This is an optimization exercise on Yosys and OpenROAD, whose aim is small area and a short achievable clock period, not a production implementation.
The clock port is modelled as an ideal driver, which makes a skipped or thinned clock tree look cheaper than it is; a real chip needs a root buffer or a tree.
Power is estimated from default activity; no workload was simulated.

// syn_fifo
module syn_fifo (
  input        clk,
  input        rst,
  input        wr_cs,
  input        rd_cs,
  input  [7:0] data_in,
  input        rd_en,
  input        wr_en,
  output [7:0] data_out,
  output       empty,
  output       full
);
Size: about 2300 flip-flops, ~24 I/O pins, about 0.084 sq mm of cells after synthesis.
clock: 4.0 ns
lec_check: 0
abc_area: 1
cap_margin: 20
core_margin: 2
core_utilization: 60
setup_slack_margin: 2.2
slew_margin: 20
synth_memory_max_bits: 4096
standard.sh (not shown) runs the stock make flow with config.mk's settings and CLKGATE_MAP_FILE= SYNTH_SCRIPT=/design/flow/synth_recipe.tcl, a recipe that flattens the netlist after the stock synthesis.
==> flow/flow/run.sh <==
#!/bin/bash
# Own flow: the standard layout, except that
#  - the clock tree is built by flow/mcts.tcl (a shallow tree of clock
#    buffers over flip-flop clusters found by recursive bisection) instead
#    of TritonCTS,
#  - the port buffers are buf_4 (buffer_ports otherwise picks a delay
#    buffer, which is slow on the input and output paths), and
#  - sky130_fd_sc_hd__a222oi_1, which comes in one weak size only, is added
#    to the platform's don't-use list, so that synthesis does not put it on
#    paths that the resizer then cannot speed up.
# Every tool's output goes to the ORFS logs under orfs/logs; this script's
# own output goes to run.log.
set -euo pipefail
cd "$(dirname "$0")/.."
exec > >(tee run.log) 2>&1
DU="sky130_fd_sc_hd__probe_p_8 sky130_fd_sc_hd__probec_p_8 sky130_fd_sc_hd__lpflow_bleeder_1 sky130_fd_sc_hd__lpflow_clkbufkapwr_1 sky130_fd_sc_hd__lpflow_clkbufkapwr_16 sky130_fd_sc_hd__lpflow_clkbufkapwr_2 sky130_fd_sc_hd__lpflow_clkbufkapwr_4 sky130_fd_sc_hd__lpflow_clkbufkapwr_8 sky130_fd_sc_hd__lpflow_clkinvkapwr_1 sky130_fd_sc_hd__lpflow_clkinvkapwr_16 sky130_fd_sc_hd__lpflow_clkinvkapwr_2 sky130_fd_sc_hd__lpflow_clkinvkapwr_4 sky130_fd_sc_hd__lpflow_clkinvkapwr_8 sky130_fd_sc_hd__lpflow_decapkapwr_12 sky130_fd_sc_hd__lpflow_decapkapwr_3 sky130_fd_sc_hd__lpflow_decapkapwr_4 sky130_fd_sc_hd__lpflow_decapkapwr_6 sky130_fd_sc_hd__lpflow_decapkapwr_8 sky130_fd_sc_hd__lpflow_inputiso0n_1 sky130_fd_sc_hd__lpflow_inputiso0p_1 sky130_fd_sc_hd__lpflow_inputiso1n_1 sky130_fd_sc_hd__lpflow_inputiso1p_1 sky130_fd_sc_hd__lpflow_inputisolatch_1 sky130_fd_sc_hd__lpflow_isobufsrc_1 sky130_fd_sc_hd__lpflow_isobufsrc_16 sky130_fd_sc_hd__lpflow_isobufsrc_2 sky130_fd_sc_hd__lpflow_isobufsrc_4 sky130_fd_sc_hd__lpflow_isobufsrc_8 sky130_fd_sc_hd__lpflow_isobufsrckapwr_16 sky130_fd_sc_hd__lpflow_lsbuf_lh_hl_isowell_tap_1 sky130_fd_sc_hd__lpflow_lsbuf_lh_hl_isowell_tap_2 sky130_fd_sc_hd__lpflow_lsbuf_lh_hl_isowell_tap_4 sky130_fd_sc_hd__lpflow_lsbuf_lh_isowell_4 sky130_fd_sc_hd__lpflow_lsbuf_lh_isowell_tap_1 sky130_fd_sc_hd__lpflow_lsbuf_lh_isowell_tap_2 sky130_fd_sc_hd__lpflow_lsbuf_lh_isowell_tap_4 sky130_fd_sc_hd__a222oi_1"
bash standard.sh DONT_USE_CELLS="$DU" PRE_CTS_TCL="$PWD/flow/cts_hook.tcl" \
  BUFFER_PORTS_ARGS="-buffer_cell sky130_fd_sc_hd__buf_4" finish
==> flow/flow/cts_hook.tcl <==
# PRE_CTS_TCL hook: build the clock tree by hand (flow/mcts.tcl) in place of
# TritonCTS, then let the rest of ORFS's CTS step (legalisation, timing
# repair) run as usual.
source [file join [file dirname [info script]] mcts.tcl]
set mcts_levels {{256 sky130_fd_sc_hd__clkbuf_4} {16 sky130_fd_sc_hd__clkbuf_16} {4 sky130_fd_sc_hd__clkbuf_16}}
if {[info exists ::env(MCTS_LEVELS)]} { set mcts_levels $::env(MCTS_LEVELS) }
mcts_build2 $mcts_levels
rename clock_tree_synthesis tritoncts_unused
proc clock_tree_synthesis {args} {
  puts "clock tree built by flow/mcts.tcl"
  set_propagated_clock [all_clocks]
}
Other scripts of this flow, unchanged in this note and not shown: flow/flow/mcts.tcl
The first run ran to the end with no violations.
Edit:
==> flow/flow/cts_hook.tcl (replaced) <==
# PRE_CTS_TCL hook: move the output port buffers next to the flip-flops
# that drive them (flow/obuf.tcl), build the clock tree by hand
# (flow/mcts.tcl) in place of
# TritonCTS, then let the rest of ORFS's CTS step (legalisation, timing
# repair) run as usual.
source [file join [file dirname [info script]] mcts.tcl]
source [file join [file dirname [info script]] obuf.tcl]
obuf_move
set mcts_levels {{128 sky130_fd_sc_hd__clkbuf_8} {16 sky130_fd_sc_hd__clkbuf_16} {4 sky130_fd_sc_hd__clkbuf_16}}
if {[info exists ::env(MCTS_LEVELS)]} { set mcts_levels $::env(MCTS_LEVELS) }
mcts_build2 $mcts_levels
rename clock_tree_synthesis tritoncts_unused
proc clock_tree_synthesis {args} {
  puts "clock tree built by flow/mcts.tcl"
  set_propagated_clock [all_clocks]
}
==> flow/flow/obuf.tcl (new file) <==
# Move each output port's buffer next to the flip-flop that drives it, so
# that the flip-flop sees a short wire and the buffer drives the long one
# to the pin. The buffer stays; detailed placement legalises it afterwards.
proc obuf_move {} {
  set block [ord::get_db_block]
  set n 0
  foreach bt [$block getBTerms] {
    if {[$bt getIoType] ne "OUTPUT"} { continue }
    set net [$bt getNet]
    foreach it [$net getITerms] {
      if {![$it isOutputSignal]} { continue }
      set buf [$it getInst]
      set in [lindex [lmap x [$buf getITerms] {expr {[$x isInputSignal] ? $x : [continue]}}] 0]
      set inet [$in getNet]
      foreach d [$inet getITerms] {
        if {![$d isOutputSignal]} { continue }
        set ff [$d getInst]
        lassign [$ff getLocation] x y
        set w [[$ff getMaster] getWidth]
        $buf setLocation [expr {$x + $w}] $y
        $buf setPlacementStatus PLACED
        incr n
      }
    }
  }
  puts "obuf_move: moved $n output buffers"
}
- ABC_AREA: 1 -> unset
What happened:
- The changed run finished clean
- global-route usage is higher by 0.75 points
- flip-flop and latch count stays the same
- final area drops by 1.5%
- first-iteration DRC count grows by about 4.3%
- clock power went down by about 4%
- routed wire length is higher by 2.7%
- final cell count is lower by 14%
- worst setup slack degrades by 0.014 ns
Edit:
==> flow/flow/cts_hook.tcl (replaced) <==
# PRE_CTS_TCL hook: build the clock tree by hand (flow/mcts.tcl) in place of
# TritonCTS, then let the rest of ORFS's CTS step (legalisation, timing
# repair) run as usual.
source [file join [file dirname [info script]] mcts.tcl]
set mcts_levels {{256 sky130_fd_sc_hd__clkbuf_4} {16 sky130_fd_sc_hd__clkbuf_16} {4 sky130_fd_sc_hd__clkbuf_16}}
if {[info exists ::env(MCTS_LEVELS)]} { set mcts_levels $::env(MCTS_LEVELS) }
mcts_build2 $mcts_levels
rename clock_tree_synthesis tritoncts_unused
proc clock_tree_synthesis {args} {
  puts "clock tree built by flow/mcts.tcl"
  set_propagated_clock [all_clocks]
}
removed: flow/flow/obuf.tcl
Result: Design area stays flat. Global-route usage rises by 0.35 points. Die area stays the same. Worst setup slack is worse by 0.036 ns. Combinational power hardly moves. Sequential power barely changes. Fmax falls by 1.9%. Total power increases by 0.86%.
Function was not checked in any run of this note: the RTL went through the layout flow alone. No run of this note takes its clock network from TritonCTS; it comes from the design's own scripts or RTL.

========
## the baseline
syn_fifo, a different RTL version from the one above (not shown whole).
Size: about 4700 cells after synthesis, about 2300 flip-flops, ~0.084 sq mm of cells after synthesis.
// syn_fifo
module syn_fifo (
  input        clk,
  input        rst,
  input        wr_cs,
  input        rd_cs,
  input  [7:0] data_in,
  input        rd_en,
  input        wr_en,
  output [7:0] data_out,
  output       empty,
  output       full
);
wire wr = wr_cs & wr_en;
wire rd = rd_cs & rd_en;
reg        wr_q;
reg  [7:0] din_q, din_qq;
reg  [15:1] wr_lo_h;           
reg         wr_lo0_n;          
reg  [15:1] wr_hi_h;           
reg         wr_hi0_n;
wire [15:0] wr_lo = {wr_lo_h, ~wr_lo0_n};
wire [15:0] wr_hi = {wr_hi_h, ~wr_hi0_n};
always @(posedge clk or posedge rst)
  if (rst)
    wr_q <= 1'b0;
  else
    wr_q <= wr;
always @(posedge clk) begin
  din_q  <= data_in;
  din_qq <= din_q;
end
always @(posedge clk or posedge rst)
  if (rst) begin
    wr_lo_h  <= 15'd0;
    wr_lo0_n <= 1'b0;
    wr_hi_h  <= 15'd0;
    wr_hi0_n <= 1'b0;
  end else if (wr_q) begin
    wr_lo_h  <= wr_lo[14:0];
    wr_lo0_n <= ~wr_lo[15];
    if (wr_lo[15]) begin
      wr_hi_h  <= wr_hi[14:0];
      wr_hi0_n <= ~wr_hi[15];
    end
  end
reg  [15:1] rd_col_h;
reg         rd_col0_n;
wire [15:0] rd_col = {rd_col_h, ~rd_col0_n};
wire [15:0] rd_col_nx = rd ? {rd_col[14:0], rd_col[15]} : rd_col;
always @(posedge clk or posedge rst)
  if (rst) begin
    rd_col_h  <= 15'd0;
    rd_col0_n <= 1'b0;
  end else begin
    rd_col_h  <= rd_col_nx[15:1];
    rd_col0_n <= ~rd_col_nx[0];
  end
localparam [15:0] GHI = {4'd15, 4'd10, 4'd5, 4'd0};    
reg  [15:1] rd_rows_h [0:3];
reg  [3:0]  rd_rows0_n;
wire [63:0] rd_rows;
genvar gg;
generate
  for (gg = 0; gg < 4; gg = gg + 1) begin : ring_g
  ...
==> flow/config.mk <==
export PLATFORM = sky130hd
export DESIGN_NAME = syn_fifo
export DESIGN_NICKNAME = syn_fifo
export VERILOG_FILES = /design/flow/design.v
export SDC_FILE = /design/flow/constraint.sdc
export NUM_CORES = 8
export LEC_CHECK = 0
export CAP_MARGIN = 20
export CORE_MARGIN = 2
export CORE_UTILIZATION = 60
export SETUP_SLACK_MARGIN = 2.2
export SLEW_MARGIN = 20
export SYNTH_MEMORY_MAX_BITS = 4096
==> flow/constraint.sdc <==
create_clock -name core_clock -period 4.0 [get_ports {clk}]
set_input_delay 0.8000 -clock core_clock [delete_from_list [all_inputs] [get_ports {clk}]]
set_output_delay 0.8000 -clock core_clock [all_outputs]
set_load 0.01 [all_outputs]
Scripts as last shown in full above: flow/flow/run.sh
Other scripts of this flow, unchanged in this note and not shown: flow/flow/cts_hook.tcl, flow/flow/mcts.tcl
Inputs modified between the baseline and the candidate:
Settings: changing SETUP_SLACK_MARGIN from 2.2 to 2.35.
==> comparison <==
Comparing the candidate and the baseline, the lower total wire length after detailed routing is on the baseline. The candidate: no failed stages, no open violations at the end. Having completed the whole flow, the baseline delivered a layout that passed the timing, design-rule and antenna checks. Taking the baseline as the reference, in the candidate relative contribution of combinational cells to total power higher; worst vdd rail ir drop lower.
No run of this note included a check of the RTL's function; only the layout flow was run. No run of this note takes its clock network from TritonCTS; it comes from the design's own scripts or RTL.

========
The RTL this note starts from:
==> flow/design.v <==
module ram_dp_ar_aw (
  input             clk,
  input      [15:0] wlo_n,      
  input      [15:0] whi_n,      
  input       [7:0] wdata,
  input     [127:0] row_sel,    
  output reg [127:0] col_q      
);
reg [7:0] mem [0:255];
genvar wi;
generate
  for (wi = 0; wi < 256; wi = wi + 1) begin : wr_g
    always @(posedge clk)
      if (!whi_n[wi/16] && !wlo_n[wi%16])
        mem[wi] <= wdata;
  end
endgenerate
integer r, c;
function integer grp(input integer col);
  grp = (col == 0) ? 0 : (col >= 13) ? 7 : (col + 1) / 2;
endfunction
reg [127:0] col_d;
always @(*) begin
  col_d = 128'd0;
  for (c = 0; c < 16; c = c + 1)
    for (r = 0; r < 16; r = r + 1)
      col_d[8*c +: 8] = col_d[8*c +: 8] |
        (mem[16*r+c] & {8{row_sel[16*grp(c) + r]}});
end
always @(posedge clk)
  col_q <= col_d;
endmodule
module syn_fifo (
  input        clk,
  input        rst,
  input        wr_cs,
  input        rd_cs,
  input  [7:0] data_in,
  input        rd_en,
  input        wr_en,
  output [7:0] data_out,
  output       empty,
  output       full
);
wire wr = wr_cs & wr_en;
wire rd = rd_cs & rd_en;
reg        wr_q;
reg  [7:0] din_q, din_qq;
reg  [15:1] wr_lo_h;           
reg         wr_lo0_n;          
reg  [15:0] wr_hi_n;           
wire [15:0] wr_lo = {wr_lo_h, ~wr_lo0_n};
always @(posedge clk)
  if (rst)
    wr_q <= 1'b0;
  else
    wr_q <= wr;
always @(posedge clk) begin
  din_q  <= data_in;
  din_qq <= din_q;
end
always @(posedge clk)
  if (rst) begin
    wr_lo_h  <= 15'd0;
    wr_lo0_n <= 1'b0;
    wr_hi_n  <= 16'hfffe;
  end else if (wr_q) begin
    wr_lo_h  <= wr_lo[14:0];
    wr_lo0_n <= ~wr_lo[15];
    if (wr_lo[15])
      wr_hi_n  <= {wr_hi_n[14:0], wr_hi_n[15]};
  end
wire [15:0] wr_lo_nx = wr_q ? {wr_lo[14:0], wr_lo[15]} : wr_lo;
reg  [15:0] wr_en_lo_n;
always @(posedge clk)
  if (rst)
    wr_en_lo_n <= 16'hffff;
  else
    wr_en_lo_n <= wr ? ~wr_lo_nx : 16'hffff;
reg  [15:1] rd_col_h;
reg         rd_col0_n;
wire [15:0] rd_col = {rd_col_h, ~rd_col0_n};
wire [15:0] rd_col_nx = rd ? {rd_col[14:0], rd_col[15]} : rd_col;
always @(posedge clk)
  if (rst) begin
    rd_col_h  <= 15'd0;
    rd_col0_n <= 1'b0;
  end else begin
    rd_col_h  <= rd_col_nx[15:1];
    rd_col0_n <= ~rd_col_nx[0];
  end
localparam NG = 8;                                      
localparam [4*NG-1:0] GHI = {4'd15, 4'd12, 4'd10, 4'd8, 4'd6, 4'd4, 4'd2, 4'd0};
reg  [15:1] rd_rows_h [0:NG-1];
reg  [NG-1:0] rd_rows0_n;
wire [16*NG-1:0] rd_rows;
genvar gg;
generate
  for (gg = 0; gg < NG; gg = gg + 1) begin : ring_g
    wire [15:0] cur = {rd_rows_h[gg], ~rd_rows0_n[gg]};
    assign rd_rows[16*gg +: 16] = cur;
    always @(posedge clk)
      if (rst) begin
        rd_rows_h[gg]  <= 15'd0;
        rd_rows0_n[gg] <= 1'b0;
      end else if (rd && rd_col[GHI[4*gg +: 4]]) begin
        rd_rows_h[gg]  <= cur[14:0];
        rd_rows0_n[gg] <= ~cur[15];
      end
  end
endgenerate
reg  [15:1] cnt_lo_h, cnt_hi_h;
reg         cnt_lo0_n, cnt_hi0_n;
wire [15:0] cnt_lo = {cnt_lo_h, ~cnt_lo0_n};
wire [15:0] cnt_hi = {cnt_hi_h, ~cnt_hi0_n};
reg        not_empty, is1, is2, is254, is255;
reg        empty_r, full_r;      
reg        byp1, byp2;     
wire       inc = wr & ~rd;
wire       dec = rd & ~wr;
wire       cnt_is3   = cnt_hi[0]  & cnt_lo[3];
wire       cnt_is253 = cnt_hi[15] & cnt_lo[13];
wire [15:0] cnt_lo_nx = inc ? {cnt_lo[14:0], cnt_lo[15]} :
                        dec ? {cnt_lo[0], cnt_lo[15:1]} : cnt_lo;
wire [15:0] cnt_hi_nx = (inc & cnt_lo[15]) ? {cnt_hi[14:0], cnt_hi[15]} :
                        (dec & cnt_lo[0])  ? {cnt_hi[0], cnt_hi[15:1]} : cnt_hi;
always @(posedge clk)
  if (rst) begin
    cnt_lo_h  <= 15'd0;
    cnt_lo0_n <= 1'b0;
    cnt_hi_h  <= 15'd0;
    cnt_hi0_n <= 1'b0;
  end else begin
    cnt_lo_h  <= cnt_lo_nx[15:1];
    cnt_lo0_n <= ~cnt_lo_nx[0];
    cnt_hi_h  <= cnt_hi_nx[15:1];
    cnt_hi0_n <= ~cnt_hi_nx[0];
  end
always @(posedge clk)
  if (rst) begin
    not_empty  <= 1'b0;
    is1        <= 1'b0;
    is2        <= 1'b0;
    is254      <= 1'b0;
    is255      <= 1'b0;
  end else if (dec) begin
    not_empty  <= ~is1;
    is1        <= is2;
    is2        <= cnt_is3;
    is254      <= is255;
    is255      <= 1'b0;
  end else if (inc) begin
    not_empty  <= 1'b1;
    is1        <= ~not_empty;
    is2        <= is1;
    is254      <= cnt_is253;
    is255      <= is254;
  end
always @(posedge clk)
  if (rst) begin
    empty_r    <= 1'b1;
    full_r     <= 1'b0;
  end else if (dec) begin
    empty_r    <= is1;
    full_r     <= 1'b0;
  end else if (inc) begin
    empty_r    <= 1'b0;
    full_r     <= is254;
  end
wire byp1_nx = wr   & (rd ? is1 : ~not_empty);
wire byp2_nx = wr_q & (rd ? is2 : is1);
always @(posedge clk)
  if (rst) begin
    byp1 <= 1'b0;
    byp2 <= 1'b0;
  end else begin
    byp1 <= byp1_nx;
    byp2 <= byp2_nx;
  end
assign empty = empty_r;
assign full  = full_r;
reg  [15:1] col_sel_h;
reg         col_sel0_n;
wire [15:0] col_sel = {col_sel_h, ~col_sel0_n};
wire [15:0] col_sel_nx = rd_col_nx & {16{~(byp1_nx | byp2_nx)}};
always @(posedge clk)
  if (rst) begin
    col_sel_h  <= 15'd0;
    col_sel0_n <= 1'b0;
  end else begin
    col_sel_h  <= col_sel_nx[15:1];
    col_sel0_n <= ~col_sel_nx[0];
  end
wire [127:0] col_q;
reg  [7:0]  head;
integer c;
always @(*) begin
  head = (din_q & {8{byp1}}) | (din_qq & {8{byp2}});
  for (c = 0; c < 16; c = c + 1)
    head = head | (col_q[8*c +: 8] & {8{col_sel[c]}});
end
reg [7:0] data_out_r, data_keep_n;
always @(posedge clk)
  if (rst) begin
    data_out_r  <= 8'd0;
    data_keep_n <= 8'hff;
  end else begin
    data_out_r  <= rd ? head : ~data_keep_n;
    data_keep_n <= rd ? ~head : data_keep_n;
  end
assign data_out = data_out_r;
ram_dp_ar_aw DP_RAM (
  .clk      (clk),
  .wlo_n    (wr_en_lo_n),
  .whi_n    (wr_hi_n),
  .wdata    (din_q),
  .row_sel  (rd_rows),
  .col_q    (col_q)
);
endmodule
==> flow/config.mk <==
export PLATFORM = sky130hd
export DESIGN_NAME = syn_fifo
export DESIGN_NICKNAME = syn_fifo
export VERILOG_FILES = /design/flow/design.v
export SDC_FILE = /design/flow/constraint.sdc
export NUM_CORES = 8
export LEC_CHECK = 0
export CAP_MARGIN = 20
export CORE_MARGIN = 2
export CORE_UTILIZATION = 70
export SETUP_SLACK_MARGIN = 2.25
export SLEW_MARGIN = 20
export SYNTH_MEMORY_MAX_BITS = 4096
==> flow/constraint.sdc <==
create_clock -name core_clock -period 4.0 [get_ports {clk}]
set_input_delay 0.8000 -clock core_clock [delete_from_list [all_inputs] [get_ports {clk}]]
set_output_delay 0.8000 -clock core_clock [all_outputs]
set_load 0.01 [all_outputs]
==> flow/flow/run.sh <==
#!/bin/bash
# Own flow: the standard layout, except that
#  - the clock tree is built by flow/mcts.tcl (a shallow tree of clock
#    buffers over flip-flop clusters found by recursive bisection) instead
#    of TritonCTS, and the output port buffers are moved next to the
#    flip-flops that drive them (flow/obuf.tcl),
#  - the port buffers are buf_4 (buffer_ports otherwise picks a delay
#    buffer, which is slow on the input and output paths),
#  - after ORFS's timing repair at CTS and at global routing, a greedy sizer
#    (flow/gsize.tcl) sizes up the gates on the worst register and input
#    paths, which ORFS's repair leaves weak, and
#  - sky130_fd_sc_hd__a222oi_1, which comes in one weak size only, is added
#    to the platform's don't-use list, so that synthesis does not put it on
#    paths that the resizer then cannot speed up.
# Every tool's output goes to the ORFS logs under orfs/logs; this script's
# own output goes to run.log.
set -euo pipefail
cd "$(dirname "$0")/.."
exec > >(tee run.log) 2>&1
DU="sky130_fd_sc_hd__probe_p_8 sky130_fd_sc_hd__probec_p_8 sky130_fd_sc_hd__lpflow_bleeder_1 sky130_fd_sc_hd__lpflow_clkbufkapwr_1 sky130_fd_sc_hd__lpflow_clkbufkapwr_16 sky130_fd_sc_hd__lpflow_clkbufkapwr_2 sky130_fd_sc_hd__lpflow_clkbufkapwr_4 sky130_fd_sc_hd__lpflow_clkbufkapwr_8 sky130_fd_sc_hd__lpflow_clkinvkapwr_1 sky130_fd_sc_hd__lpflow_clkinvkapwr_16 sky130_fd_sc_hd__lpflow_clkinvkapwr_2 sky130_fd_sc_hd__lpflow_clkinvkapwr_4 sky130_fd_sc_hd__lpflow_clkinvkapwr_8 sky130_fd_sc_hd__lpflow_decapkapwr_12 sky130_fd_sc_hd__lpflow_decapkapwr_3 sky130_fd_sc_hd__lpflow_decapkapwr_4 sky130_fd_sc_hd__lpflow_decapkapwr_6 sky130_fd_sc_hd__lpflow_decapkapwr_8 sky130_fd_sc_hd__lpflow_inputiso0n_1 sky130_fd_sc_hd__lpflow_inputiso0p_1 sky130_fd_sc_hd__lpflow_inputiso1n_1 sky130_fd_sc_hd__lpflow_inputiso1p_1 sky130_fd_sc_hd__lpflow_inputisolatch_1 sky130_fd_sc_hd__lpflow_isobufsrc_1 sky130_fd_sc_hd__lpflow_isobufsrc_16 sky130_fd_sc_hd__lpflow_isobufsrc_2 sky130_fd_sc_hd__lpflow_isobufsrc_4 sky130_fd_sc_hd__lpflow_isobufsrc_8 sky130_fd_sc_hd__lpflow_isobufsrckapwr_16 sky130_fd_sc_hd__lpflow_lsbuf_lh_hl_isowell_tap_1 sky130_fd_sc_hd__lpflow_lsbuf_lh_hl_isowell_tap_2 sky130_fd_sc_hd__lpflow_lsbuf_lh_hl_isowell_tap_4 sky130_fd_sc_hd__lpflow_lsbuf_lh_isowell_4 sky130_fd_sc_hd__lpflow_lsbuf_lh_isowell_tap_1 sky130_fd_sc_hd__lpflow_lsbuf_lh_isowell_tap_2 sky130_fd_sc_hd__lpflow_lsbuf_lh_isowell_tap_4 sky130_fd_sc_hd__a222oi_1"
bash standard.sh DONT_USE_CELLS="$DU" PRE_CTS_TCL="$PWD/flow/cts_hook.tcl" \
  POST_CTS_TCL="$PWD/flow/post_cts_hook.tcl" \
  POST_GLOBAL_ROUTE_TCL="$PWD/flow/post_grt_hook.tcl" \
  BUFFER_PORTS_ARGS="-buffer_cell sky130_fd_sc_hd__buf_4" finish
==> flow/flow/gsize.tcl <==
# Greedy gate sizing: repeatedly take the worst register or input endpoint
# whose slack is below target and try each larger drive strength of each
# gate or flip-flop on its worst path, keeping the swap that helps that
# endpoint most without making the worst slack of the design worse.
# Output ports are left out (their paths hold no gate to size).
proc gsize_sizes {ref} {
  if {![regexp {^(sky130_fd_sc_hd__\w+)_(\d+)$} $ref -> base sz]} { return {} }
  if {[regexp {clkbuf|clkinv|edfxtp|a222oi|dly|conb} $base]} { return {} }
  set out {}
  foreach n {2 4 6 8 12 16} {
    if {$n > $sz && [llength [get_lib_cells -quiet */${base}_$n]]} { lappend out ${base}_$n }
  }
  return $out
}
proc gsize_wns {} {
  # worst slack over register and input endpoints, output ports left out
  set w 1e9
  foreach pe [find_timing_paths -path_delay max -group_path_count 20 -endpoint_path_count 1 -sort_by_slack] {
    if {[get_property [get_property $pe endpoint] direction] eq "output"} { continue }
    set w [get_property $pe slack]
    break
  }
  return $w
}
proc gsize {target iters} {
  set skip {}
  set nsw 0
  for {set it 0} {$it < $iters} {incr it} {
    set pe ""
    foreach p [find_timing_paths -path_delay max -group_path_count 200 -endpoint_path_count 1 -sort_by_slack] {
      set ep [get_property $p endpoint]
      if {[get_property $ep direction] eq "output"} { continue }
      if {[get_property $p slack] >= $target} { break }
      if {[lsearch -exact $skip [get_full_name $ep]] >= 0} { continue }
      set pe $p
      break
    }
    if {$pe eq ""} { break }
    set ep [get_property $pe endpoint]
    set epn [get_full_name $ep]
    set s0 [get_property $pe slack]
    set w0 [gsize_wns]
    set insts {}
    foreach pt [get_property $pe points] {
      set c [get_cells -of_objects [get_property $pt pin]]
      set cn [get_full_name $c]
      if {[lsearch -exact $insts $cn] < 0 && ![string match ctsbuf_* $cn]} { lappend insts $cn }
    }
    set best ""; set bests $s0
    foreach cn $insts {
      set ref [get_property [get_cells $cn] ref_name]
      foreach cand [gsize_sizes $ref] {
        replace_cell $cn $cand
        set s [get_property [get_pins $epn] slack_max]
        if {$s > $bests + 0.003 && [gsize_wns] >= min($w0, $s0) - 1e-4} { set bests $s; set best [list $cn $cand] }
        replace_cell $cn $ref
      }
    }
    if {$best eq ""} {
      lappend skip $epn
    } else {
      replace_cell {*}$best
      incr nsw
    }
  }
  puts "gsize: $nsw swaps, [llength $skip] endpoints left as they were, worst slack [gsize_wns]"
}
==> flow/flow/post_grt_hook.tcl <==
# POST_GLOBAL_ROUTE_TCL hook: the same sizing with global-route parasitics,
# then legalise and update the global routes of the nets it touched.
source [file join [file dirname [info script]] gsize.tcl]
global_route -start_incremental
gsize 2.3 400
detailed_placement
global_route -end_incremental
estimate_parasitics -global_routing
Other scripts of this flow, unchanged in this note and not shown: flow/flow/cts_hook.tcl, flow/flow/mcts.tcl, flow/flow/obuf.tcl, flow/flow/post_cts_hook.tcl
The starting point finished with timing, DRC and antenna clean.
==> next run, changes <==
--- a/flow/flow/gsize.tcl
+++ b/flow/flow/gsize.tcl
@@ -25 +25,5 @@
-proc gsize {target iters} {
+proc gsize_est {} {
+  if {$::gsize_mode eq "grt"} { estimate_parasitics -global_routing } else { estimate_parasitics -placement }
+}
+proc gsize {target iters {mode placement}} {
+  set ::gsize_mode $mode
@@ -53,0 +58 @@
+        gsize_est
@@ -64,0 +70 @@
+    gsize_est
--- a/flow/flow/post_grt_hook.tcl
+++ b/flow/flow/post_grt_hook.tcl
@@ -5 +5 @@
-gsize 2.3 400
+gsize 2.3 400 grt
Cell area grows by 1.5%.
Via count grows by 0.38%.
First-iteration DRC count shrinks by 5.4%.
Routed wire length is about the same.
Final cell count stays flat.
Function was not checked in any run of this note: the RTL went through the layout flow alone. No run of this note takes its clock network from TritonCTS; it comes from the design's own scripts or RTL.

separate check: timing with driven ports:
The results above use ideal ports. As a check the final layouts listed here were re-extracted and re-timed, cells and wires unchanged.
Step 1, drivers: a clkbuf_16 drives clk and a buf_2 each remaining input, both assumed.
Step 2 moves the port delays by t, midway between the first and last clock arrival at a register: inputs arrive t later, outputs are due t later. That takes back most of the time a late clock gives input paths.
Slacks: ideal ports / drivers / drivers and shift; pairs: ideal ports / drivers.
| run | t (ns) | setup WS [ns] | worst hold slack (ns) | latest minus earliest clock arrival (ns) |
|---|---|---|---|---|
| the first run of note 1 | 0.753 | 2.129 / 1.953 / 1.737 | 0.324 / 0.175 / 0.468 | 0.052 / 0.052 |
| the second run of note 1 | 0.740 | 2.115 / 1.962 / 1.706 | 0.349 / 0.186 / 0.471 | 0.041 / 0.041 |
| the third run of note 1 | 0.766 | 2.078 / 1.892 / 1.801 | 0.316 / 0.155 / 0.471 | 0.054 / 0.054 |
| the baseline | 0.764 | 2.051 / 1.863 / 1.673 | 0.289 / 0.129 / 0.485 | 0.038 / 0.039 |
| the candidate | 0.766 | 2.048 / 1.860 / 1.711 | 0.298 / 0.139 / 0.488 | 0.037 / 0.037 |
| the first run of note 3 | 0.728 | 1.957 / 1.957 / 1.571 | 0.342 / 0.196 / 0.476 | 0.029 / 0.029 |
| the second run of note 3 | 0.730 | 2.155 / 1.982 / 1.678 | 0.336 / 0.190 / 0.480 | 0.034 / 0.034 |
After both steps every run listed still meets setup and hold. The setup slack of the second run of note 3, which loses most, moves by -0.173 ns with the drivers and by -0.477 ns with both steps.
